This design comes from an exercise in tuning for small area on the open sky130 flow, not from production work.
Function was checked by simulation only, so behaviour that the tests miss may differ from the original.
No activity file was given, so power comes from the tool's default toggle rates.

### config.mk
export PLATFORM = sky130hd
export DESIGN_NAME = CHIP
export DESIGN_NICKNAME = CHIP
export VERILOG_FILES = /design/flow/design.v
export SDC_FILE = /design/flow/constraint.sdc
export NUM_CORES = 4
export LEC_CHECK = 0
export CAP_MARGIN = 20
export CORE_MARGIN = 2
export CORE_UTILIZATION = 55
export PLACE_DENSITY = 0.65
export SLEW_MARGIN = 20
export SYNTH_HIERARCHICAL = 1
export SYNTH_MINIMUM_KEEP_SIZE = 0
### constraint.sdc
create_clock -name core_clock -period 14.0 [get_ports {clk}]
set_input_delay 2.8000 -clock core_clock [delete_from_list [all_inputs] [get_ports {clk}]]
set_output_delay 2.8000 -clock core_clock [all_outputs]
set_load 0.01 [all_outputs]
### design.v
module CHIP(clk,
            rst_n,
            mem_wen_D,
            mem_addr_D,
            mem_wdata_D,
            mem_rdata_D,
            mem_addr_I,
            mem_rdata_I
    );
    input         clk, rst_n ;
    output        mem_wen_D  ;
    output [31:0] mem_addr_D ;
    output [31:0] mem_wdata_D;
    input  [31:0] mem_rdata_D;
    output [31:0] mem_addr_I ;
    input  [31:0] mem_rdata_I;
    wire [31:0] inst = {mem_rdata_I[7:0], mem_rdata_I[15:8], mem_rdata_I[23:16], mem_rdata_I[31:24]};
    wire [31:0] ldat = {mem_rdata_D[7:0], mem_rdata_D[15:8], mem_rdata_D[23:16], mem_rdata_D[31:24]};
    wire [4:0] rd  = inst[11:7];
    wire [4:0] rs1 = inst[19:15];
    wire [4:0] rs2 = inst[24:20];
    wire is_r    = inst[4];
    wire is_jal  = ~inst[4] &  inst[3];
    wire is_jalr = ~inst[4] & ~inst[3] &  inst[6] &  inst[2];
    wire is_beq  = ~inst[4] & ~inst[3] &  inst[6] & ~inst[2];
    wire is_sw   = ~inst[4] & ~inst[3] & ~inst[6] &  inst[5];
    wire is_lw   = ~inst[4] & ~inst[3] & ~inst[6] & ~inst[5];
    wire r_and   = inst[12];
    wire r_or    = ~inst[12] & inst[14];
    wire r_slt   = ~inst[12] & ~inst[14] & inst[13];
    wire r_sub   = ~inst[12] & ~inst[14] & ~inst[13] & inst[30];
    wire reg_we  = ~(is_sw | is_beq);
    reg  [29:0] pc;
    assign mem_addr_I = {pc, 2'b00};
    wire [991:0] rfv;
    wire [31:0] wd;
    wire [31:0] wdg = wd & {32{rst_n}};
    genvar gi;
    generate for (gi = 1; gi < 32; gi = gi + 1) begin : g_rf
        reg [31:0] r;
        wire we = ~rst_n | (reg_we & (rd == gi));
        always @(posedge clk) if (we) r <= wdg;
        assign rfv[gi*32-1 -: 32] = r;
    end endgenerate
    wire [31:1] s1, s2;
    wire [31:0] a, b;
    rf_dec u_dec1 (.sel(rs1), .oh(s1));
    rf_dec u_dec2 (.sel(rs2), .oh(s2));
    rf_rd  u_rd1  (.regs(rfv), .oh(s1), .q(a));
    rf_rd  u_rd2  (.regs(rfv), .oh(s2), .q(b));
    wire [29:0] imm_i = {{20{inst[31]}}, inst[31:22]};
    wire [29:0] imm_s = {{20{inst[31]}}, inst[31:25], inst[11:9]};
    wire [29:0] imm_b = {{20{inst[31]}}, inst[7], inst[30:25], inst[11:9]};
    wire [29:0] imm_j = {{12{inst[19]}}, inst[19:12], inst[20], inst[30:22]};
    wire pc_op = is_beq | is_jal;
    wire inv_b = is_r & ~r_and & ~r_or & (r_sub | r_slt);
    reg  [29:0] immw;
    always @(*) begin
        if (is_sw)       immw = imm_s;
        else if (is_beq) immw = imm_b;
        else if (is_jal) immw = imm_j;
        else             immw = imm_i;
    end
    wire [31:0] aop = pc_op ? {pc, 2'b00} : a;
    wire [31:0] bop = is_r ? (b ^ {32{inv_b}}) : {immw, 2'b00};
    wire [32:0] sum;
    bk_add32 u_add (.x(aop), .y(bop), .ci(inv_b), .s(sum));
    wire ltu = ~sum[32];
    wire eq = (a == b);
    wire [29:0] pinc = pc + 30'd1;
    wire jump = is_jal | is_jalr | (is_beq & eq);
    wire [29:0] pnext = jump ? sum[31:2] : pinc;
    reg [31:0] res;
    always @(*) begin
        if (~is_r) begin
            if (is_lw) res = ldat;
            else       res = {pinc, 2'b00};
        end else if (r_and) res = a & b;
        else if (r_or)      res = a | b;
        else if (r_slt)     res = {31'd0, ltu};
        else                res = sum[31:0];
    end
    assign wd = res;
    assign mem_wen_D   = is_sw;
    assign mem_addr_D  = {sum[31:2], 2'b00};
    assign mem_wdata_D = {b[7:0], b[15:8], b[23:16], b[31:24]};
    always @(posedge clk) begin
        if (!rst_n) pc <= 30'd0;
        else        pc <= pnext;
    end
endmodule
module bk_add32(x, y, ci, s);
    input  [31:0] x, y;
    input         ci;
    output [32:0] s;
    reg [31:0] g, p, G, P;
    integer i, d;
    always @(*) begin
        g = x & y;
        p = x ^ y;
        G = g;
        P = p;
        G[0] = g[0] | (p[0] & ci);
        for (d = 1; d < 32; d = d * 2)
            for (i = 2*d-1; i < 32; i = i + 2*d) begin
                G[i] = G[i] | (P[i] & G[i-d]);
                P[i] = P[i] & P[i-d];
            end
        for (d = 8; d >= 1; d = d / 2)
            for (i = 3*d-1; i < 32; i = i + 2*d) begin
                G[i] = G[i] | (P[i] & G[i-d]);
                P[i] = P[i] & P[i-d];
            end
    end
    assign s = {G[31], p ^ {G[30:0], ci}};
endmodule
module rf_dec(sel, oh);
    input  [4:0]  sel;
    output [31:1] oh;
    genvar i;
    generate for (i = 1; i < 32; i = i + 1) begin : g
        assign oh[i] = (sel == i);
    end endgenerate
endmodule
module rf_rd(regs, oh, q);
    input  [991:0] regs;
    input  [31:1]  oh;
    output [31:0]  q;
    genvar i, j;
    generate for (i = 0; i < 32; i = i + 1) begin : g_bit
        wire [10:0] t;
        for (j = 0; j < 10; j = j + 1) begin : grp
            rf_ao3 u (.a(regs[(3*j+1)*32+i-32]), .sa(oh[3*j+1]),
                      .b(regs[(3*j+2)*32+i-32]), .sb(oh[3*j+2]),
                      .c(regs[(3*j+3)*32+i-32]), .sc(oh[3*j+3]), .y(t[j]));
        end
        assign t[10] = ~(regs[31*32+i-32] & oh[31]);
        assign q[i] = ~(&t);
    end endgenerate
endmodule
module rf_ao3(a, sa, b, sb, c, sc, y);
    input  a, sa, b, sb, c, sc;
    output y;
    assign y = ~((a & sa) | (b & sb) | (c & sc));
endmodule
### run.sh
#!/bin/bash
# synth_recipe.tcl (not shown) runs the flow's synth.tcl, then flattens the netlist and writes it again
# the make line also repeats each setting of config.mk as NAME=value (left out here)
make -C /OpenROAD-flow-scripts/flow DESIGN_CONFIG=/design/flow/config.mk WORK_HOME=/design/flow/orfs CLKGATE_MAP_FILE= SYNTH_SCRIPT=/design/flow/synth_recipe.tcl finish
==> qor.log, run 1 <==
[worst_setup_path] data required time of the worst path 11.20 ns
[pwr] Leak 18.9 nW
[clock_network] post-CTS resize count 0
[yosys] library cells used by synthesis 70
[clock_network] cell chosen for the clock root clkbuf_16
[layout] fill cell total of the finished layout 5872
[placement] Placed Instance Area 49800 um^2
[floorplanning] standard cell core area 82000 um^2
[yosys] Post-Syn Area per Cell 15.4 um^2
[drt] WL met1 57.8 mm
[worst_setup_path] cell at the slowest stage of the critical path nor2_2
[drt] Initial DRC Count 8180
[floorplanning] x dimension of the die 292 um
[clock_network] number of buffers created by CTS 105
[grt] wire length of the first global-routing pass 245 mm
[drt] vias per cell 8.03
[yosys] Seq/Total Area, Yosys 0.668
[layout] fraction of layout cells with a size suffix above 1 0.140
[layout] final cell utilization of the core 0.651
[pwr] post-route total power 0.00805 W
[layout] post-synthesis to final-layout area growth 17.4%
[worst_setup_path] CP Launch Point mem_rdata_I[14]
[placement] final weighted congestion in routability-driven placement 0.967
[drt] sum of met2 wire segment lengths after detailed routing 77.5 mm
[drt] number of remaining DRC errors 0
[yosys] Gate Count Post-Synth 2961
[worst_setup_path] critical path endpoint category output port
[worst_setup_path] startpoint class of the critical path primary input
[timing] final count of hold timing violations 0
[drt] detailed-route wire length 176 mm
[worst_setup_path] stage delay of the slowest cell on the critical path 1.00 ns
[clock_network] number of clock sinks 1022
[worst_hold_path] Hold Crit Class flip-flop to flip-flop
[clock_network] register clock-pin slew on the reported worst setup and hold paths 0.06 ns
[floorplanning] Rows 105
[yosys] area of the mapped netlist 45500 um^2
[worst_setup_path] endpoint of the most critical setup path mem_addr_D[29]
[clock_network] cts-stage hold buffer count 0
[pwr] areal power density over the cells 151 nW/um^2
[timing] setup TNS 0 ns
[worst_setup_path] worst r2r src g_rf[16].r[9]
[timing] post-layout minimum cycle time 12.70 ns
[worst_setup_path] depth of the worst register-to-register path 18
[worst_setup_path] arrival time worst endpoint 9.90 ns
[grt] antenna violations before repair 8
[outcome] status no timing/DRC/antenna violations
[drt] remaining antenna violation count after routing 0
[timing] number of pins exceeding their max-slew limit in the final report 0
[worst_setup_path] classification of the worst setup path primary input to output port
[run] MaxCap Viol Count 0
[floorplanning] y dimension of the die 292 um
[timing] Highest Clock Rate 0.0787 GHz
[timing] relative slew slack 0.134
[yosys] number of flops mapped to enable cells by yosys 992
[pwr] peak ir drop on the vdd network 0.000139 V
[clock_network] deepest level of the CTS H-tree 3
[worst_setup_path] worst-path cell chain clkdlybuf4s50_1 -> or3_1 -> nor2_2 -> buf_4 -> a222oi_1 -> nand4_1 -> a2111o_1 -> inv_1 -> xnor2_1 -> nand2_1 -> o21ai_0 -> ha_1 -> o211ai_2 -> o211ai_2 -> nand4b_2 -> a2111oi_4 -> nor2b_1 -> o21bai_1 -> fa_1 -> xor2_1 -> clkdlybuf4s50_1
[placement] post-detailed-placement half-perimeter wirelength 108 mm
[grt] vias in the first global route 34697
[yosys] Top FF cell, synth edfxtp_1
[layout] # nets final 3468
[placement] Port Buf Inserts 156
[yosys] flops & latches, synth 1022
[floorplanning] starting utilization of the core area 0.555
[drt] post-detailed-route wirelength per cell 39.5 um
[worst_setup_path] reg2reg setup slack 7.61 ns
[yosys] Synth Warn # 8
[timing] final setup vio count 0
[layout] Post-Layout Inst Area 53400 um^2
[drt] routed wl met3 30.9 mm
[drt] total vias in the final route 35718
[clock_network] CTS tree done
[grt] total gr overflow 0
[drt] DR pass1 iterations 14
[worst_setup_path] Max FO, Critical Path 13
[worst_setup_path] terminus of the critical flop-to-flop path g_rf[18].r[28]
[timing] crit share post-route 0.907
[grt] largest net degree at the start of global routing 68
[clock_network] number of post-CTS setup repair buffers 0
[clock_network] worst-skew pair later-pin latency 0.70 ns
[timing] worst setup skew after layout 0.0353 ns
[timing] transition at the pin with the smallest max-transition slack 1.30 ns
[floorplanning] full die area 85000 um^2
[floorplanning] I/O pin count 163
[grt] GRT Util Overall 0.404
[clock_network] Clock Path Buffers 3
[yosys] asr flop ratio synth 0
[drt] topmost layer with routed signal wires met5
[timing] unrepaired setup endpoints after global routing no
-- worst max-delay path, delay by kind of cell --
family | cells | cell delay, ns
xor+xnor | 2 | 0.45
buf+inv | 4 | 1.86
simple gates | 6 | 2.29
compound gates | 7 | 1.85
fa+ha+maj | 2 | 0.59
-- flip-flops by register name, indices dropped and copies added (netlist names) --
signal,cells
pc,30
g_rf.r,992
-- cell type report --
class	instances	area [um^2]	share of cell area
Clock buffer	126	2730	0.0511
Clock inverter	64	698	0.0131
Timing Repair Buffer	299	2680	0.0501
Inverter	104	390	0.00732
Multi-Input combinational cell	1758	15100	0.283
Tap cell	1070	1340	0.0251
Antenna cell	7	17.5	0.000328
Sequential cell	1022	30400	0.570
-- layer usage --
| layer | track usage | vias to the layer above |
|---|---|---|
| li1 | - | 14184 |
| met1 | 0.510 | 17435 |
| met2 | 0.612 | 3451 |
| met3 | 0.153 | 644 |
| met4 | 0.199 | 4 |
| met5 | 0.0102 | - |
-- cells in the mapped netlist, types with 4 or more instances --
cell type,n,area share
clkbuf_1,54,0.0045
nand4_1,139,0.019
a221oi_1,10,0.0019
xnor2_1,38,0.0073
o211a_1,4,0.00088
or3b_4,6,0.0015
o21a_1,4,0.00066
a2111o_1,64,0.016
a21oi_1,80,0.0088
nor3_1,8,0.00088
buf_2,5,0.00055
ha_1,95,0.026
dfxtp_1,30,0.013
edfxtp_1,992,0.66
mux2i_1,18,0.0040
a22oi_1,8,0.0013
o31a_1,5,0.00096
o31ai_1,7,0.0012
a211oi_1,35,0.0058
nor2b_1,6,0.00083
o21ai_0,70,0.0077
and3_1,4,0.00055
or2_2,7,0.00096
o221ai_1,6,0.0012
nand3_1,26,0.0029
a21o_1,5,0.00083
o211ai_1,5,0.00083
buf_6,7,0.0017
nor2_1,108,0.0089
nand2_1,174,0.014
nand2b_1,17,0.0023
mux2_2,27,0.0067
nand3b_1,8,0.0013
xor2_1,34,0.0066
nor4_1,15,0.0021
buf_4,4,0.00066
a222oi_1,640,0.14
fa_1,17,0.0075
buf_1,9,0.00074
o22ai_1,11,0.0015
inv_1,101,0.0083
and2_1,11,0.0015
-- per-stage QoR --
stage          hold slack, ns  std cells  setup slack, ns
2_1_floorplan           0.650       2964             3.92
3_3_place_gp            0.669       4248             1.72
3_5_place_dp            0.679       4250             1.70
4_1_cts                 0.688       4440             1.69
5_1_grt                 0.731       4448             1.24
6_report                0.693       4450             1.30
-- Yosys stat by module, one instance, submodules excluded --
| module | cells | flops+latches |
|---|---|---|
| CHIP | 1817 | 1022 |
| rf_rd | 131 | 0 |
| rf_ao3 | 1 | 0 |
| bk_add32 | 150 | 0 |
| rf_dec | 46 | 0 |
-- worst min path at each step --
| stage | startpoint | cells past startpoint | end |
|---|---|---|---|
| 6_report | pc[10] | 3 | pc[10] |
| 4_1_cts | pc[10] | 3 | pc[10] |
| 5_1_grt | pc[10] | 3 | pc[10] |
| 2_1_floorplan | pc[29] | 2 | pc[29] |
| 3_3_place_gp | pc[10] | 3 | pc[10] |
| 3_5_place_dp | pc[10] | 3 | pc[10] |
-- logic make-up (layout without fill, tap and decap cells) --
group	after synthesis	count (layout)	share of synthesized area
XOR/XNOR	72	72	0.0139
AO/OA/AOI/OAI	980	980	0.196
multiplexers	45	45	0.0107
AND/OR/NAND/NOR	545	545	0.0603
other	1	11	0.0000825
buffers and inverters	184	593	0.0172
flip-flops	1022	1022	0.668
adder cells (fa/ha/maj)	112	112	0.0336
-- cells in the final DEF (no fill, tap or decap), drive strengths merged, types with 27 or more instances in the layout --
cell | netlist | layout
nor2 | 109 | 109
ha | 95 | 95
clkbuf | 54 | 126
mux2 | 27 | 27
clkinv | 3 | 44
a2111o | 64 | 64
o21ai | 74 | 74
clkdlybuf4s50 | 0 | 152
nand4 | 139 | 139
a21oi | 80 | 80
edfxtp | 992 | 992
a211oi | 35 | 35
dfxtp | 30 | 30
nand2 | 174 | 174
inv | 101 | 108
xnor2 | 38 | 38
buf | 26 | 147
xor2 | 34 | 34
a222oi | 640 | 640
-- where the power goes --
part / leakage, nW / switching, W / internal (W)
combinational: 6.74 / 0.000866 / 0.000453
sequential: 10.5 / 0.000180 / 0.00375
clock: 1.66 / 0.00121 / 0.00160
total: 18.9 / 0.00225 / 0.00580
==> run 2, diff against run 1 <==
--- a/design.v
+++ b/design.v
@@ -68,5 +68,14 @@
     wire ltu = ~sum[32];
     wire eq = (a == b);
-    wire [29:0] pinc = pc + 30'd1;
+    reg  [29:0] pinc;
+    reg         pcy;
+    integer n;
+    always @(*) begin
+        pcy = 1'b1;
+        for (n = 0; n < 30; n = n + 1) begin
+            pinc[n] = pc[n] ^ pcy;
+            pcy = pcy & pc[n];
+        end
+    end
     wire jump = is_jal | is_jalr | (is_beq & eq);
     wire [29:0] pnext = jump ? sum[31:2] : pinc;
==> flow/run.sh (new file) <==
#!/bin/bash
# Standard ORFS layout (the standard.sh, standard synthesis unchanged) with:
#  - clock tree: clkbuf_16 only, larger sink clusters, no dummy loads
#  - port buffers: every input and output port still gets a buffer, of the
#    smallest buffer cell (buf_1) instead of the flow's default pick
# Each tool's full output is in orfs/logs/; make's own output goes to flow_make.log.
set -euo pipefail
bash standard.sh \
  "CTS_ARGS=-sink_clustering_enable -repair_clock_nets -dont_use_dummy_load -buf_list sky130_fd_sc_hd__clkbuf_16 -sink_clustering_size 25 -sink_clustering_max_diameter 60" \
  "BUFFER_PORTS_ARGS=-buffer_cell sky130_fd_sc_hd__buf_1" \
  finish > flow_make.log 2>&1
==> standard.sh (new file) <==
#!/bin/bash
# synth_recipe.tcl (not shown) runs the flow's synth.tcl, then flattens the netlist and writes it again
# the make line also repeats each setting of config.mk as NAME=value (left out here)
make -C /OpenROAD-flow-scripts/flow DESIGN_CONFIG=/design/flow/config.mk WORK_HOME=/design/flow/orfs CLKGATE_MAP_FILE= SYNTH_SCRIPT=/design/flow/synth_recipe.tcl "${@:-finish}"
removed: run.sh
==> qor.log, run 2 <==
[yosys] asr flop ratio synth 0
[timing] number of pins exceeding their max-slew limit in the final report 0
[yosys] Post-Syn Area per Cell 15.5 um^2
[yosys] Top FF cell, synth edfxtp_1
[layout] total area of multi-input combinational cells 14700 um^2
[layout] fraction of layout cells with a size suffix above 1 0.106
[placement] final weighted congestion in routability-driven placement 0.956
[floorplanning] I/O pin count 163
[clock_network] post-CTS resize count 0
[worst_setup_path] Max FO, Critical Path 18
[clock_network] number of buffers created by CTS 72
[worst_setup_path] worst-path cell chain buf_1 -> nand3b_1 -> nor2_2 -> buf_4 -> a222oi_1 -> nand4_1 -> a2111o_1 -> nand3_1 -> o21ai_0 -> inv_1 -> fa_1 -> inv_1 -> fa_1 -> a211oi_1 -> o211ai_2 -> nand4b_2 -> a2111oi_4 -> nor2b_1 -> o21bai_1 -> fa_1 -> xor2_1 -> buf_1
[yosys] Gate Count Post-Synth 2914
[timing] hold slack 0.581 ns
[worst_setup_path] worst r2r src pc[0]
[pwr] Leak 17.6 nW
[clock_network] worst-skew pair later-pin latency 0.66 ns
[grt] antenna violations before repair 8
[pwr] combinational group share of total power 0.160
[clock_network] number of clock sinks 1022
[yosys] flops & latches, synth 1022
[yosys] area of the mapped netlist 45100 um^2
[outcome] status no timing/DRC/antenna violations
[yosys] area leader, netlist edfxtp_1
[yosys] mux contribution to synthesized area 0.00777
[grt] total gr overflow 0
[floorplanning] standard cell core area 81600 um^2
[floorplanning] full die area 84300 um^2
[worst_setup_path] cell at the slowest stage of the critical path nor2_2
[grt] GRT Util Overall 0.385
[yosys] top-area cell type share of the netlist area 0.660
[timing] unrepaired setup endpoints after global routing no
[timing] crit share post-route 0.880
[layout] Post-Layout Inst Area 50100 um^2
[timing] transition at the pin with the smallest max-transition slack 1.25 ns
[pwr] areal power density over the cells 137 nW/um^2
[layout] post-synthesis to final-layout area growth 11.2%
[layout] leading cell type in the layout, fill and taps excluded edfxtp_1
[drt] post-detailed-route wirelength per cell 39.1 um
[timing] worst setup skew after layout 0.0905 ns
[yosys] dominant cells by area after synthesis edfxtp_1 66%, a222oi_1 14%, ha_1 3.4%
[grt] largest net degree at the start of global routing 66
[worst_setup_path] data required time of the worst path 11.20 ns
[drt] detailed-route wire length 167 mm
[drt] DR pass1 iterations 13
[timing] relative slew slack 0.163
[worst_setup_path] stage delay of the slowest cell on the critical path 0.95 ns
[layout] fill cell total of the finished layout 6098
[clock_network] register clock-pin slew on the reported worst setup and hold paths 0.05 ns
[layout] most frequent cells in the layout 992 x edfxtp_1, 640 x a222oi_1, 177 x nand2_1, 152 x buf_1, 132 x nand4_1
[worst_setup_path] critical path endpoint category output port
[yosys] number of flops mapped to enable cells by yosys 992
[pwr] sequential power share 0.565
[floorplanning] Rows 105
[floorplanning] starting utilization of the core area 0.553
[yosys] largest family of logic cells by synthesized area compound AO/OA/AOI/OAI gates
[timing] final setup vio count 0
[yosys] xor-xnor portion of the synthesized cell area 0.00893
[floorplanning] x dimension of the die 290 um
[grt] wire length of the first global-routing pass 233 mm
[placement] post-detailed-placement half-perimeter wirelength 103 mm
[yosys] area fraction in and, or, nand and nor cells after synthesis 0.0584
[clock_network] number of post-CTS setup repair buffers 0
[drt] vias per cell 8.07
[drt] number of remaining DRC errors 0
[clock_network] cts-stage hold buffer count 0
[yosys] library cells used by synthesis 49
[yosys] dominant cell by count in the synthesized netlist edfxtp_1
[pwr] cell internal pwr 0.00494 W
[layout] # nets final 3403
[drt] Initial DRC Count 8134
[layout] Sequential cell area 30400 um^2
[run] MaxCap Viol Count 0
[timing] final count of hold timing violations 0
[timing] setup TNS 0 ns
[yosys] Post-synth top cells 992 x edfxtp_1, 640 x a222oi_1, 177 x nand2_1
[grt] vias in the first global route 33684
[worst_setup_path] CP Launch Point mem_rdata_I[12]
[worst_setup_path] startpoint class of the critical path primary input
[timing] Highest Clock Rate 0.0812 GHz
[drt] remaining antenna violation count after routing 0
[worst_hold_path] Hold Crit Class flip-flop to flip-flop
[layout] register with the highest flop count g_rf.r
[clock_network] cell chosen for the clock root clkbuf_16
[yosys] Synth Area in Compound Gates 0.194
[pwr] total net switching power 0.00193 W
[worst_hold_path] worst hold path startpoint pc[0]
[worst_setup_path] classification of the worst setup path primary input to output port
[pwr] peak ir drop on the vdd network 0.0000837 V
[yosys] post-synthesis adder-cell area fraction 0.0414
[worst_setup_path] arrival time worst endpoint 9.51 ns
[clock_network] deepest level of the CTS H-tree 3
[layout] largest registers g_rf.r (992), pc (30)
[placement] Port Buf Inserts 156
[pwr] relative contribution of the clock network to total power 0.275
[layout] number of flip-flops under the largest register name 992
[yosys] Seq/Total Area, Yosys 0.674
[floorplanning] y dimension of the die 290 um
[timing] post-layout minimum cycle time 12.31 ns
[placement] Placed Instance Area 48200 um^2
[pwr] switching share of total power 0.281
[worst_setup_path] cell seen most often among critical-path stages fa_1
[drt] total vias in the final route 34430
[clock_network] Clock Path Buffers 3
[clock_network] CTS tree done
[yosys] Synth Warn # 8
==> run 2: through the flow <==
| stage | cells | total power (W) | worst slack, ns | util |
|---|---|---|---|---|
| 4_1_cts | 4264 | 0.00683 | 2.05 | 0.613 |
| 5_1_grt | 4266 | 0.00706 | 1.70 | 0.615 |
| 2_1_floorplan | 2917 | 0.00450 | 3.92 | - |
| 6_report | 4268 | 0.00687 | 1.69 | 0.615 |
| 3_5_place_dp | 4192 | 0.00500 | 2.06 | 0.591 |
| 3_3_place_gp | 4191 | 0.00494 | 2.17 | 0.591 |
==> run 2: kinds of logic (layout without fill, tap and decap cells) <==
kind of cell | count (synthesis) | count (layout)
adders and majority gates | 139 | 139
buffers and inverters | 167 | 446
xor gates and xnor gates | 46 | 46
AOI/OAI and AO/OA | 964 | 964
other | 1 | 6
DFF | 1022 | 1022
and+or+nand+nor | 540 | 540
muxes | 35 | 35
==> run 2: power by group through the flow <==
stage	Combinational (W)	Sequential (W)	Clock, W
2_1_floorplan	0.000583	0.00391	0
3_3_place_gp	0.00103	0.00391	0
3_5_place_dp	0.00106	0.00394	0
4_1_cts	0.00106	0.00387	0.00190
5_1_grt	0.00116	0.00391	0.00200
6_report	0.00110	0.00388	0.00189
==> run 2: per-module statistics from Yosys (local to each module, per instance) <==
| module | area, um^2 | flip-flops and latches |
|---|---|---|
| CHIP | 35100 | 1022 |
| bk_add32 | 1340 | 0 |
| rf_ao3 | 10.0 | 0 |
| rf_dec | 218 | 0 |
| rf_rd | 915 | 0 |
==> run 2: metal layers <==
layer	up-vias	wire length [um]	track usage
met1	16947	56600	0.497
met2	3128	73400	0.584
met5	-	78	0
met3	613	27500	0.131
met4	10	9360	0.191
li1	13732	-	-
==> run 2: area by class of cell <==
type                       instances  area share
sequential                      1022       0.606
multi-input combinational       1728       0.293
clock buffer                      72      0.0359
timing repair buffer             282      0.0310
tap                             1070      0.0267
inverter                          92     0.00691
antenna                            2   0.0000998
==> run 2: worst paths after layout <==
kind,end,slack (ns),cells after the start
min reg2reg,pc[0],0.58,2
max reg2reg,g_rf[5].r[31],6.78,32
min,pc[0],0.58,2
max,mem_addr_D[29],1.69,22
==> run 2: critical path: cells and delay by family <==
kind | cells | cell delay, ns
buffers and inverters | 5 | 1.44
AO/OA/AOI/OAI | 7 | 1.85
AND/OR/NAND/NOR | 6 | 2.13
XOR/XNOR | 1 | 0.40
adder cells (fa/ha/maj) | 3 | 0.88
==> run 3, diff against run 2 <==
--- a/design.v
+++ b/design.v
@@ -35,10 +35,9 @@
     wire [991:0] rfv;
     wire [31:0] wd;
-    wire [31:0] wdg = wd & {32{rst_n}};
     genvar gi;
     generate for (gi = 1; gi < 32; gi = gi + 1) begin : g_rf
         reg [31:0] r;
         wire we = ~rst_n | (reg_we & (rd == gi));
-        always @(posedge clk) if (we) r <= wdg;
+        always @(posedge clk) if (we) r <= wd;
         assign rfv[gi*32-1 -: 32] = r;
     end endgenerate
@@ -57,5 +56,6 @@
     reg  [29:0] immw;
     always @(*) begin
-        if (is_sw)       immw = imm_s;
+        if (is_r)        immw = {30{inv_b}};
+        else if (is_sw)  immw = imm_s;
         else if (is_beq) immw = imm_b;
         else if (is_jal) immw = imm_j;
@@ -63,5 +63,5 @@
     end
     wire [31:0] aop = pc_op ? {pc, 2'b00} : a;
-    wire [31:0] bop = is_r ? (b ^ {32{inv_b}}) : {immw, 2'b00};
+    wire [31:0] bop = (b & {32{is_r}}) ^ {immw, {2{inv_b}}};
     wire [32:0] sum;
     bk_add32 u_add (.x(aop), .y(bop), .ci(inv_b), .s(sum));
@@ -80,14 +80,13 @@
     wire jump = is_jal | is_jalr | (is_beq & eq);
     wire [29:0] pnext = jump ? sum[31:2] : pinc;
-    reg [31:0] res;
-    always @(*) begin
-        if (~is_r) begin
-            if (is_lw) res = ldat;
-            else       res = {pinc, 2'b00};
-        end else if (r_and) res = a & b;
-        else if (r_or)      res = a | b;
-        else if (r_slt)     res = {31'd0, ltu};
-        else                res = sum[31:0];
-    end
+    wire sel_ld  = rst_n & is_lw;
+    wire sel_lnk = rst_n & (is_jal | is_jalr);
+    wire sel_sum = rst_n & is_r & ~r_and & ~r_or & ~r_slt;
+    wire sel_and = rst_n & is_r & (r_and | r_or);
+    wire sel_or  = rst_n & is_r & r_or;
+    wire sel_slt = rst_n & is_r & r_slt;
+    wire [31:0] res = (ldat & {32{sel_ld}}) | ({pinc, 2'b00} & {32{sel_lnk}}) |
+                      (sum[31:0] & {32{sel_sum}}) | (a & b & {32{sel_and}}) |
+                      ((a ^ b) & {32{sel_or}}) | {31'd0, ltu & sel_slt};
     assign wd = res;
     assign mem_wen_D   = is_sw;
==> flow/run.sh (replaced) <==
#!/bin/bash
# Layout flow: the standard layout (standard.sh) with three changes.
#  1. Synthesis: the standard flow's own synthesis script (synth_recipe.tcl, which sources
#     ORFS's synth.tcl) run unchanged except that ABC technology mapping uses
#     flow/abc_area.script, an area-oriented mapping script, instead of ORFS's
#     speed script. Register mapping (dfflibmap), -nofsm -noshare, flattening
#     and renaming are untouched, so the registers are the standard ones.
#  2. Clock tree: clkbuf_16 only, larger sink clusters, no dummy loads.
#  3. Port buffers: every input and output port still gets a buffer, of the
#     smallest buffer cell (buf_1) instead of the flow's default pick.
# Each tool's full output is in orfs/logs/; make's own output goes to flow_make.log.
set -euo pipefail
W=$(pwd)
ABC="$W/flow/abc_area.script"
# copy of ORFS synth.tcl whose only change is the ABC script in abc_args
sed "s|^source \$::env(SCRIPTS_DIR)/synth_preamble.tcl\$|&\nset abc_args [lreplace \$abc_args 1 1 $ABC]\nputs \"flow: ABC script $ABC\"|" \
  "$FLOW_HOME/scripts/synth.tcl" > "$W/flow_synth_core.tcl"
grep -q "flow: ABC script" "$W/flow_synth_core.tcl"
# synth_recipe.tcl with synth.tcl replaced by that copy
sed "s|\$::env(SCRIPTS_DIR)/synth.tcl|$W/flow_synth_core.tcl|" "$W/synth_recipe.tcl" > "$W/flow_synth.tcl"
grep -q "flow_synth_core.tcl" "$W/flow_synth.tcl"
bash standard.sh \
  "SYNTH_SCRIPT=$W/flow_synth.tcl" \
  "CTS_ARGS=-sink_clustering_enable -repair_clock_nets -dont_use_dummy_load -buf_list sky130_fd_sc_hd__clkbuf_16 -sink_clustering_size 25 -sink_clustering_max_diameter 60" \
  "BUFFER_PORTS_ARGS=-buffer_cell sky130_fd_sc_hd__buf_1" \
  finish > flow_make.log 2>&1
==> flow/abc_area.script (new file) <==
&get -n
&st
&dch -f
&nf -R 1000 -a
&st
&syn2
&dch -f
&nf -R 1000 -a
&put
buffer -c
topo
stime -c
upsize -c
dnsize -c
--- a/config.mk
+++ b/config.mk
@@ -9,5 +9,5 @@
 export CORE_MARGIN = 2
 export CORE_UTILIZATION = 55
-export PLACE_DENSITY = 0.65
+export PLACE_DENSITY = 0.8
 export SLEW_MARGIN = 20
 export SYNTH_HIERARCHICAL = 1
==> qor.log, run 3 <==
[timing] Highest Clock Rate 0.0788 GHz
[worst_setup_path] classification of the worst setup path primary input to output port
[clock_network] post-CTS resize count 0
[yosys] area leader, netlist edfxtp_1
[timing] relative slew slack 0.193
[layout] register with the highest flop count g_rf.r
[yosys] flops & latches, synth 1022
[layout] leading cell type in the layout, fill and taps excluded edfxtp_1
[worst_setup_path] cell at the slowest stage of the critical path nor2_4
[outcome] status no timing/DRC/antenna violations
[placement] final weighted congestion in routability-driven placement 1.05
[drt] total vias in the final route 36306
[worst_setup_path] reg2reg setup slack 5.92 ns
[drt] detailed-route wire length 180 mm
[layout] fraction of layout cells with a size suffix above 1 0.109
[floorplanning] y dimension of the die 286 um
[layout] largest registers g_rf.r (992), pc (30)
[run] MaxCap Viol Count 0
[drt] Initial DRC Count 11949
[layout] final cell utilization of the core 0.614
[drt] remaining antenna violation count after routing 0
[layout] fill cell total of the finished layout 5503
[yosys] top-area cell type share of the netlist area 0.680
[worst_setup_path] worst r2r src pc[0]
[pwr] total net switching power 0.00195 W
[worst_hold_path] end of the worst hold path pc[0]
[timing] number of pins exceeding their max-slew limit in the final report 0
[yosys] Post-Syn Area per Cell 16.3 um^2
[grt] total gr overflow 0
[clock_network] cts-stage hold buffer count 0
[worst_setup_path] count of buffering cells on the critical path with inverters included 3
[timing] worst setup skew after layout 0.0635 ns
[layout] Sequential cell area 30400 um^2
[yosys] number of flops mapped to enable cells by yosys 992
[yosys] Gate Count Post-Synth 2686
[clock_network] worst-skew pair later-pin latency 0.69 ns
[yosys] Post-synth top cells 992 x edfxtp_1, 671 x a222oi_1, 155 x nor2_1
[drt] DR pass1 iterations 23
[pwr] post-route total power 0.00671 W
[floorplanning] I/O pin count 163
[pwr] peak ir drop on the vdd network 0.000106 V
[grt] wire length of the first global-routing pass 245 mm
[placement] Port Buf Inserts 156
[yosys] Synth Warn # 8
[grt] GRT Util Overall 0.424
[yosys] Seq/Total Area, Yosys 0.694
[yosys] dominant cells by area after synthesis edfxtp_1 68%, a222oi_1 15%, ha_1 2.6%
[floorplanning] full die area 81900 um^2
[worst_setup_path] depth of the worst register-to-register path 30
[floorplanning] Rows 103
[grt] vias in the first global route 35568
[worst_hold_path] Hold Crit Class flip-flop to flip-flop
[pwr] areal power density over the cells 139 nW/um^2
[clock_network] number of buffers created by CTS 56
[worst_setup_path] arrival time worst endpoint 9.89 ns
[clock_network] register clock-pin slew on the reported worst setup and hold paths 0.05 ns
[yosys] asr flop ratio synth 0
[pwr] cell internal pwr 0.00476 W
[timing] setup TNS 0 ns
[yosys] area of the mapped netlist 43800 um^2
[floorplanning] starting utilization of the core area 0.555
[timing] unrepaired setup endpoints after global routing no
[drt] vias per cell 9.07
[pwr] combinational group share of total power 0.167
[clock_network] number of post-CTS setup repair buffers 0
[pwr] sequential power share 0.589
[layout] post-synthesis to final-layout area growth 10.6%
[worst_hold_path] number of cells on the worst hold path 1
[pwr] Leak 16.8 nW
[floorplanning] standard cell core area 78900 um^2
[layout] # nets final 3120
[worst_setup_path] CP Launch Point mem_rdata_I[12]
[timing] final count of hold timing violations 0
[floorplanning] x dimension of the die 286 um
[clock_network] number of clock sinks 1022
[yosys] library cells used by synthesis 56
[clock_network] CTS tree done
[worst_setup_path] critical path endpoint category output port
[worst_setup_path] Max FO, Critical Path 19
[pwr] switching share of total power 0.290
[layout] most frequent cells in the layout 992 x edfxtp_1, 671 x a222oi_1, 154 x buf_1, 141 x nand4_1, 124 x nand2_1
[clock_network] cell chosen for the clock root clkbuf_16
[worst_setup_path] data required time of the worst path 11.20 ns
[timing] post-layout minimum cycle time 12.69 ns
[worst_setup_path] startpoint class of the critical path primary input
[worst_hold_path] worst hold path startpoint pc[0]
[worst_setup_path] stage delay of the slowest cell on the critical path 1.02 ns
[drt] post-detailed-route wirelength per cell 44.9 um
[yosys] dominant cell by count in the synthesized netlist edfxtp_1
[grt] largest net degree at the start of global routing 44
[worst_setup_path] gate family responsible for the most delay along the worst path simple AND/OR/NAND/NOR gates
[timing] transition at the pin with the smallest max-transition slack 1.21 ns
[timing] final setup vio count 0
[grt] antenna violations before repair 15
[layout] total area of multi-input combinational cells 13800 um^2
[clock_network] Clock Path Buffers 3
[yosys] Top FF cell, synth edfxtp_1
[placement] post-detailed-placement half-perimeter wirelength 102 mm
[worst_setup_path] terminus of the critical flop-to-flop path g_rf[29].r[30]
[drt] number of remaining DRC errors 0
[clock_network] deepest level of the CTS H-tree 2
[timing] crit share post-route 0.907
[layout] number of flip-flops under the largest register name 992
[pwr] relative contribution of the clock network to total power 0.245
## run 3: changes by cell type in the layout (fill, tap and decap cells not counted), moves of 31 or more
cell	delta
nor2_2	-59
inv_1	-64
ha_1	-32
nand2_1	-53
nor2_4	+41
a222oi_1	+31
nor2_1	+34
a21oi_1	-44
mux2i_1	-34
## run 3: worst max path at each step
stage,end,slack (ns),cells past startpoint
floorplan,mem_addr_D[31],3.27,26
global placement,mem_addr_D[31],1.79,28
detailed placement,mem_addr_D[31],1.80,28
CTS,mem_addr_D[31],1.77,28
global route,mem_addr_D[31],1.39,28
finish,mem_addr_D[31],1.31,27
## run 3: cell families after synthesis
kind of cell             after synthesis  synth area share
flip-flops                          1022             0.694
multiplexers                          31           0.00794
XOR/XNOR                              17           0.00340
AO/OA/AOI/OAI                        924             0.195
other                                  1         0.0000856
AND/OR/NAND/NOR                      496            0.0565
buffers and inverters                 88            0.0101
adder cells (fa/ha/maj)              107            0.0335
## run 3: through the flow
step           instances  instance area [um^2]  hold slack, ns  worst slack, ns
2_1_floorplan       2689                 43800           0.500             3.27
3_5_place_dp        3937                 47000           0.520             1.80
3_3_place_gp        3937                 47000           0.507             1.79
6_report            4005                 48500           0.539             1.31
5_1_grt             3999                 48400           0.565             1.39
4_1_cts             3993                 48400           0.532             1.77
## run 3: final cells by class
| class | count | share of cell area |
|---|---|---|
| clock buffer | 56 | 0.0289 |
| multi-input combinational | 1579 | 0.285 |
| antenna | 10 | 0.000516 |
| inverter | 27 | 0.00212 |
| sequential | 1022 | 0.627 |
| tap | 1050 | 0.0271 |
| timing repair buffer | 261 | 0.0290 |
## run 3: Yosys stat by module, one instance, submodules excluded
| module | cells | cell area (um^2) | times used |
|---|---|---|---|
| CHIP | 1542 | 33900 | 1 |
| bk_add32 | 138 | 1270 | 1 |
| rf_rd | 136 | 908 | 2 |
| rf_dec | 47 | 214 | 2 |
| rf_ao3 | 1 | 10.0 | 640 |
## run 3: per-layer routing
layer | global-route usage | part of all wire | vias to the layer above
met5 | 0.0297 | 0.0024 | -
li1 | - | - | 13141
met4 | 0.314 | 0.10 | 24
met3 | 0.255 | 0.22 | 1350
met2 | 0.578 | 0.39 | 4917
met1 | 0.485 | 0.28 | 16874
## run 3: worst reg2reg max path, delay by kind of cell (launching register included)
| family | cells | cell delay [ns] |
|---|---|---|
| DFF | 1 | 0.37 |
| AOI/OAI and AO/OA | 1 | 0.33 |
| adders and majority gates | 28 | 6.16 |
| and+or+nand+nor | 1 | 0.67 |
## run 3: power groups by stage
stage | logic, W | clock network, W | registers (W)
6_report | 0.00112 | 0.00164 | 0.00395
4_1_cts | 0.00103 | 0.00161 | 0.00394
5_1_grt | 0.00113 | 0.00171 | 0.00398
2_1_floorplan | 0.000550 | 0 | 0.00396
3_3_place_gp | 0.000993 | 0 | 0.00397
3_5_place_dp | 0.00103 | 0 | 0.00401
==> run 4, diff against run 3 <==
--- a/config.mk
+++ b/config.mk
@@ -9,5 +9,5 @@
 export CORE_MARGIN = 2
 export CORE_UTILIZATION = 55
-export PLACE_DENSITY = 0.8
+export PLACE_DENSITY = 0.65
 export SLEW_MARGIN = 20
 export SYNTH_HIERARCHICAL = 1
==> qor.log, run 4 <==
[floorplanning] starting utilization of the core area 0.555
[yosys] flops & latches, synth 1022
[worst_setup_path] stage delay of the slowest cell on the critical path 0.99 ns
[layout] number of flip-flops under the largest register name 992
[run] MaxCap Viol Count 0
[timing] post-layout minimum cycle time 12.77 ns
[drt] post-detailed-route wirelength per cell 43.6 um
[yosys] area of the mapped netlist 43800 um^2
[placement] cell total after placement 3939
[floorplanning] y dimension of the die 286 um
[clock_network] cell chosen for the clock root clkbuf_16
[placement] post-detailed-placement half-perimeter wirelength 101 mm
[timing] relative slew slack 0.213
[layout] largest registers g_rf.r (992), pc (30)
[pwr] post-route total power 0.00693 W
[floorplanning] Rows 103
[yosys] library cells used by synthesis 56
[layout] post-synthesis to final-layout area growth 11.5%
[grt] antenna violations before repair 17
[clock_network] worst-skew pair later-pin latency 0.67 ns
[layout] leading cell type in the layout, fill and taps excluded edfxtp_1
[placement] final weighted congestion in routability-driven placement 0.928
[layout] # nets final 3141
[worst_setup_path] cell at the slowest stage of the critical path nor2_2
[layout] number of cells in the finished layout apart from fillers 4022
[layout] final cell utilization of the core 0.619
[yosys] Synth Warn # 8
[drt] remaining antenna violation count after routing 0
[timing] unrepaired setup endpoints after global routing no
[grt] vias in the first global route 33730
[floorplanning] full die area 81900 um^2
[timing] hold slack 0.617 ns
[pwr] Leak 17.0 nW
[timing] final count of hold timing violations 0
[yosys] Top FF cell, synth edfxtp_1
[yosys] dominant cell by count in the synthesized netlist edfxtp_1
[floorplanning] I/O pin count 163
[yosys] asr flop ratio synth 0
[yosys] area leader, netlist edfxtp_1
[yosys] Post-Syn Area per Cell 16.3 um^2
[clock_network] number of clock sinks 1022
[timing] worst setup skew after layout 0.0686 ns
[drt] Initial DRC Count 9180
[outcome] status no timing/DRC/antenna violations
[yosys] Seq/Total Area, Yosys 0.694
[clock_network] deepest level of the CTS H-tree 3
[grt] GRT Util Overall 0.419
[layout] register with the highest flop count g_rf.r
[drt] number of remaining DRC errors 0
[timing] setup TNS 0 ns
[grt] largest net degree at the start of global routing 41
[floorplanning] x dimension of the die 286 um
[timing] transition at the pin with the smallest max-transition slack 1.18 ns
[grt] total gr overflow 0
[clock_network] Clock Path Buffers 3
[clock_network] cts-stage hold buffer count 0
[worst_setup_path] classification of the worst setup path primary input to output port
[clock_network] number of post-CTS setup repair buffers 0
[timing] Highest Clock Rate 0.0783 GHz
[clock_network] post-CTS resize count 0
[yosys] Post-synth top cells 992 x edfxtp_1, 671 x a222oi_1, 155 x nor2_1
[worst_hold_path] Hold Crit Class flip-flop to flip-flop
[pwr] peak ir drop on the vdd network 0.0000908 V
[worst_setup_path] gate family responsible for the most delay along the worst path simple AND/OR/NAND/NOR gates
[worst_setup_path] startpoint class of the critical path primary input
[worst_setup_path] arrival time worst endpoint 9.97 ns
[timing] crit share post-route 0.912
[clock_network] number of buffers created by CTS 72
[timing] final setup vio count 0
[yosys] dominant cells by area after synthesis edfxtp_1 68%, a222oi_1 15%, ha_1 2.6%
[clock_network] register clock-pin slew on the reported worst setup and hold paths 0.07 ns
[worst_setup_path] data required time of the worst path 11.20 ns
[timing] number of pins exceeding their max-slew limit in the final report 0
[yosys] number of flops mapped to enable cells by yosys 992
[layout] fraction of layout cells with a size suffix above 1 0.119
[worst_setup_path] Max FO, Critical Path 17
[yosys] top-area cell type share of the netlist area 0.680
[drt] total vias in the final route 34507
[worst_setup_path] count of buffering cells on the critical path with inverters included 5
[floorplanning] standard cell core area 78900 um^2
[drt] DR pass1 iterations 13
[worst_setup_path] worst r2r src pc[0]
[layout] most frequent cells in the layout 992 x edfxtp_1, 671 x a222oi_1, 154 x buf_1, 141 x nand4_1, 109 x nand2_1
[placement] Port Buf Inserts 156
[drt] detailed-route wire length 175 mm
[clock_network] CTS tree done
[layout] fill cell total of the finished layout 5928
[worst_setup_path] CP Launch Point mem_rdata_I[8]
[pwr] areal power density over the cells 142 nW/um^2
[yosys] Gate Count Post-Synth 2686
[grt] wire length of the first global-routing pass 242 mm
[drt] vias per cell 8.58
[worst_setup_path] critical path endpoint category output port
[worst_hold_path] worst hold path startpoint pc[0]
==> run 4: cell types whose count changed in the layout (fill, tap and decap cells not counted), moves of 4 or more <==
cell,before,now
nor2_4,64,42
clkbuf_16,56,72
buf_8,0,4
nand2_1,124,109
nand2_2,3,18
diode_2,10,6
nor2_2,3,25
==> run 4: worst paths after layout <==
path | endpoint | slack, ns | cells past startpoint
hold reg to reg | pc[0] | 0.62 | 1
hold / removal | pc[0] | 0.62 | 1
setup reg to reg | g_rf[18].r[31] | 5.81 | 31
setup / recovery | mem_addr_D[31] | 1.23 | 28
==> run 4: final cells by class <==
type / count / area (um^2) / area share
Sequential cell: 1022 / 30400 / 0.622
Multi-Input combinational cell: 1579 / 13800 / 0.282
Clock buffer: 72 / 1800 / 0.0369
Timing Repair Buffer: 266 / 1450 / 0.0297
Tap cell: 1050 / 1310 / 0.0269
Inverter: 27 / 103 / 0.00210
Antenna cell: 6 / 15.0 / 0.000308
==> run 4: worst register-to-register path, delay by kind of cell, from the launching register on <==
kind	cells	cell delay, ns
compound gates	1	0.34
xor+xnor	1	0.23
fa+ha+maj	28	5.91
flops	1	0.41
simple gates	1	0.71
==> run 4: cells by family (layout without fill, tap and decap cells) <==
kind of cell | Yosys count | after routing | share of synthesized area
mux | 31 | 31 | 0.00794
other cells | 1 | 10 | 0.0000856
buf+inv | 88 | 365 | 0.0101
xor+xnor | 17 | 17 | 0.00340
simple gates | 496 | 496 | 0.0565
compound gates | 924 | 924 | 0.195
fa+ha+maj | 107 | 107 | 0.0335
flops | 1022 | 1022 | 0.694
==> run 4: per-layer routing <==
metal  GRT usage  routed length [um]
met5           0                 175
met4       0.205               10700
met3       0.196               34100
met2       0.601               73800
met1       0.539               56800
==> run 4: modules after synthesis (local to each module, per instance) <==
module	cells	flip-flops and latches
rf_ao3	1	0
rf_rd	136	0
rf_dec	47	0
bk_add32	138	0
CHIP	1542	1022
==> run 4: report_power, final <==
group          switching, W  total, W  internal, W  leakage, nW
registers          0.000168   0.00394      0.00377         10.5
clock network      0.000984   0.00189     0.000911        0.887
logic              0.000813   0.00110     0.000284         5.59
total               0.00196   0.00693      0.00497         17.0
==> run 4: per-stage QoR <==
| step | area, um^2 | worst slack (ns) |
|---|---|---|
| finish | 48800 | 1.23 |
| floorplan | 43800 | 3.27 |
| global route | 48800 | 1.20 |
| detailed placement | 46900 | 1.63 |
| global placement | 46900 | 1.71 |
| CTS | 48700 | 1.59 |

afterwards: timing with drivers on the ports:
Ports are ideal in the flow. The routed layouts listed here were re-timed in OpenROAD.
Step 1: set_driving_cell puts a clkbuf_16 on clk and a buf_2 on each other input, an assumption about the parent block.
Step 2 adds t to the input delays and takes it off the output delays; t is the mean of the earliest and latest rising clock arrival at the registers after step 1. Input paths then give back, and output paths get back, about the clock's delay inside the block.
Slacks: no drivers / after step 1 / after step 2; pairs: no drivers / after step 1.
| run | t, ns | setup WS [ns] | hold slack, ns | worst slew at a driven data input, ns | cell pins on the clock port's net |
|---|---|---|---|---|---|
| run 1 | 0.754 | 1.297 / 1.262 / 1.262 | 0.693 / 0.693 / 0.693 | 0.23 | 1 |
| run 2 | 0.682 | 1.687 / 1.654 / 1.654 | 0.581 / 0.581 / 0.581 | 0.17 | 1 |
| run 3 | 0.725 | 1.306 / 1.207 / 1.207 | 0.539 / 0.539 / 0.539 | 0.11 | 1 |
| run 4 | 0.704 | 1.234 / 1.096 / 1.096 | 0.617 / 0.617 / 0.617 | 0.14 | 1 |
After both steps setup and hold are still met in every run listed. The setup slack of run 4, which loses most, moves by -0.138 ns with the drivers and by -0.138 ns with both steps.
